Background: an optimization exercise with open tools, aiming at small area. Do not read the settings as production practice. RTL that was checked went through simulation tests only; none was proved equivalent to the original. The flow treats the clock pin as an ideal source, which a real chip does not have. Power is estimated from default activity; no workload was simulated.

==> flow/design.v <==
module sdram_master(
input                       clk,
input                       waitrequest,
input                       readdatavalid,
input       [15:0]          readdata,
input                       reset_n,
input                       ready,
output                      chipselect,
output      [1:0]           byteenable,
output                      done,
output reg                  read_n,
output reg                  write_n,
output      [31:0]          address,
output reg  [15:0]          writedata,
output      [31:0]          toHexLed
);
localparam [3:0] RD0 = 4'd0;
localparam [3:0] RD1 = 4'd1;
localparam [3:0] RD2 = 4'd2;
localparam [3:0] RD3 = 4'd3;
localparam [3:0] RD4 = 4'd4;
localparam [3:0] RD5 = 4'd5;
localparam [3:0] RD6 = 4'd6;
localparam [3:0] RD7 = 4'd7;
localparam [3:0] RD8 = 4'd8;
localparam [3:0] RD9 = 4'd9;
localparam [3:0] RD10= 4'd10;
localparam [3:0] RDY = 4'd11;
localparam [3:0] WT  = 4'd12;
localparam [3:0] MX  = 4'd13;
localparam [3:0] MN  = 4'd14;
localparam [3:0] ID  = 4'd15;
reg [3:0]   st;
reg [3:0]   st_n;
reg [15:0]  maxnum;
reg [15:0]  minnum;
reg [31:18] addr_hi;
reg [17:1]  addr_ln;     
wire [31:1] addr = {addr_hi, ~addr_ln};
wire s_wait = (st == WT);
wire s_read = (st == RD0) | (st == RD1) | (st == RD2) | (st == RD3) | (st == RD4) | (st == RD5) | (st == RD6) | (st == RD7) | (st == RD8) | (st == RD9) | (st == RD10);
wire s_take = (st == RD0) | (st == RD1) | (st == RD2) | (st == RD3) | (st == RD4) | (st == RD5) | (st == RD6) | (st == RD7) | (st == RD8) | (st == RD9);      
wire s_max  = (st == MX);
wire s_wr   = (st == MX) | (st == MN);
assign done = (st == MX) | (st == MN) | (st == ID);
assign chipselect = 1'b1;
assign byteenable = 2'b11;
assign toHexLed   = {maxnum, minnum};
wire tdone = addr[17] & addr[16] & addr[11] & addr[10] & addr[8] & addr[6] & addr[1];
assign address = {addr_hi, ~(addr_ln | {17{s_wait}}), 1'b0};
always @(*) begin
    case (st)
    RD0: st_n = readdatavalid ? RD1 : RD0;
    RD1: st_n = readdatavalid ? RD2 : RD1;
    RD2: st_n = readdatavalid ? RD3 : RD2;
    RD3: st_n = readdatavalid ? RD4 : RD3;
    RD4: st_n = readdatavalid ? RD5 : RD4;
    RD5: st_n = readdatavalid ? RD6 : RD5;
    RD6: st_n = readdatavalid ? RD7 : RD6;
    RD7: st_n = readdatavalid ? RD8 : RD7;
    RD8: st_n = readdatavalid ? RD9 : RD8;
    RD9: st_n = readdatavalid ? RD10 : RD9;
    RD10: st_n = MX;
    RDY:  st_n = ready ? RD0 : WT;
    WT:   st_n = tdone ? RDY : WT;
    MX:   st_n = waitrequest ? MX : MN;
    MN:   st_n = waitrequest ? MN : ID;
    default: st_n = ID;
    endcase
end
always @(posedge clk) begin
    if (!reset_n) begin
        st      <= RDY;
        read_n  <= 1'b1;
        write_n <= 1'b1;
    end else begin
        st      <= st_n;
        read_n  <= ~s_read;
        write_n <= ~s_wr;
    end
end
genvar i;
wire [16:0] gmax, lmin;
assign gmax[0] = 1'b0;
assign lmin[0] = 1'b0;
generate for (i = 0; i < 16; i = i + 1) begin : g_cmp
    assign gmax[i+1] = (readdata[i] & ~maxnum[i]) | (readdata[i] & gmax[i]) | (~maxnum[i] & gmax[i]);
    assign lmin[i+1] = (minnum[i] & ~readdata[i]) | (minnum[i] & lmin[i]) | (~readdata[i] & lmin[i]);
end endgenerate
wire take    = s_take & readdatavalid;
wire upd_max = take & gmax[16];            
wire upd_min = take & lmin[16];            
wire mx_new  = upd_max & reset_n;
wire mx_old  = ~upd_max & reset_n;
wire mn_new  = ~upd_min | ~reset_n;        
wire mn_old  = upd_min | ~reset_n;
wire wd_max  = s_max & reset_n;
wire wd_min  = ~s_max & reset_n;
always @(posedge clk) begin
    maxnum    <= ({16{mx_new}} & readdata) | ({16{mx_old}} & maxnum);
    minnum    <= ({16{mn_new}} | readdata) & ({16{mn_old}} | minnum);
    writedata <= ({16{wd_max}} & maxnum) | ({16{wd_min}} & minnum);
end
wire [32:1] ac;
assign ac[1] = (s_read & ~waitrequest) | s_wait;
generate for (i = 1; i < 32; i = i + 1) begin : g_addr
    assign ac[i+1] = ac[i] & addr[i];
end endgenerate
reg [31:1] addr_n;
always @(*) begin
    if (!reset_n || (s_wait && tdone))
        addr_n = 31'd0;
    else if (done)
        addr_n = {27'd0, 3'b101, ~s_max};
    else
        addr_n = addr ^ ac[31:1];
end
always @(posedge clk) begin
    addr_hi <= addr_n[31:18];
    addr_ln <= ~addr_n[17:1];
end
endmodule
clock: 10.0 ns
lec_check: 0
cap_margin: 0
core_margin: 2
core_utilization: 70
gpl_timing_driven: 0
slew_margin: 0
standard.sh (not shown) runs the stock make flow with config.mk's settings and CLKGATE_MAP_FILE= SYNTH_SCRIPT=/design/flow/synth_recipe.tcl, a recipe that flattens the netlist after the stock synthesis.
==> flow/flow/run.sh <==
#!/bin/bash
# Standard ORFS layout with: an area-oriented ABC script in synthesis (flow/synth.tcl,
# flow/abc.script), the smallest buffer cell for the port buffers, the buffers that
# Yosys/ABC left removed at floorplan, and a clock tree of small buffers where only the
# leaf buffers that need it are upsized (flow/post_cts_size.tcl).
set -euo pipefail
here=$(pwd)
export MY_ABC_SCRIPT=$here/flow/abc.script
export FLOW_SYNTH=$here/synth_recipe.tcl
bash standard.sh \
  SYNTH_SCRIPT=$here/flow/synth.tcl \
  REMOVE_ABC_BUFFERS=1 \
  BUFFER_PORTS_ARGS="-buffer_cell sky130_fd_sc_hd__buf_1" \
  CTS_ARGS="-sink_clustering_enable -repair_clock_nets -dont_use_dummy_load -buf_list {sky130_fd_sc_hd__clkbuf_4}" \
  POST_CTS_TCL=$here/flow/post_cts_size.tcl \
  finish > flow.log 2>&1
Other scripts of this flow, unchanged in this note and not shown: flow/flow/abc.script, flow/flow/post_cts_size.tcl, flow/flow/synth.tcl
Rerun with:
--- a/flow/design.v
+++ b/flow/design.v
@@ -80,15 +80,16 @@
     end
 end
 genvar i;
-wire [16:0] gmax, lmin;
-assign gmax[0] = 1'b0;
-assign lmin[0] = 1'b0;
+wire [15:0] nrd = ~readdata;
+wire [16:0] gemax, lmin;
+assign gemax[0] = 1'b1;                    
+assign lmin[0]  = 1'b0;                    
 generate for (i = 0; i < 16; i = i + 1) begin : g_cmp
-    assign gmax[i+1] = (readdata[i] & ~maxnum[i]) | (readdata[i] & gmax[i]) | (~maxnum[i] & gmax[i]);
-    assign lmin[i+1] = (minnum[i] & ~readdata[i]) | (minnum[i] & lmin[i]) | (~readdata[i] & lmin[i]);
+    assign gemax[i+1] = (maxnum[i] & nrd[i]) | (maxnum[i] & gemax[i]) | (nrd[i] & gemax[i]);
+    assign lmin[i+1]  = (minnum[i] & nrd[i]) | (minnum[i] & lmin[i])  | (nrd[i] & lmin[i]);
 end endgenerate
 wire take    = s_take & readdatavalid;
-wire upd_max = take & gmax[16];            
+wire upd_max = take & ~gemax[16];          
 wire upd_min = take & lmin[16];            
 wire mx_new  = upd_max & reset_n;
 wire mx_old  = ~upd_max & reset_n;
- The new run ran to the end with no violations
- flip-flop and latch count does not change
- cell area came out higher by 0.57%
- utilization stays flat
- worst setup slack is worse by 0.043 ns
- count of clock-buffer cells in the layout is unchanged
- maximum frequency went down by 0.56%
- clock power went down by about 4%
- combinational power is lower by 13%
- die area goes up by 0.35%
- clock skew goes down by 0.0050 ns
- wire length came out lower by 4.4%
- synthesized cell count grows by 0.75%
- hold slack improves by 0.0044 ns
Only the layout flow was run in the second run of this note; the RTL was not checked for function there.

[separate check: timing with driven ports]
How much do the figures lean on ideal ports? The routed layouts below were timed once more, with nothing changed but the port constraints. Step 1 (the two cells are an assumption about what drives the block):
set clk [get_ports {clk}]
set_driving_cell -lib_cell sky130_fd_sc_hd__clkbuf_16 $clk
set_driving_cell -lib_cell sky130_fd_sc_hd__buf_2 [delete_from_list [all_inputs] $clk]
Step 2 moves the port delays by t, midway between the first and last clock arrival at a register: inputs arrive t later, outputs are due t later. That takes back most of the time a late clock gives input paths. Slacks: no drivers / after step 1 / after step 2; pairs: no drivers / after step 1.
run	t, ns	slack for setup (ns)	worst setup path after step 2	worst slew at a driven data input, ns
the first run	0.423	2.371 / 2.373 / 1.950	input to register	0.04
the second run	0.424	2.327 / 2.331 / 1.907	input to register	0.05
After both steps every run listed still meets setup and hold. For the first run, which loses most, drivers alone change the setup slack by +0.002 ns; drivers and shift together by -0.421 ns.
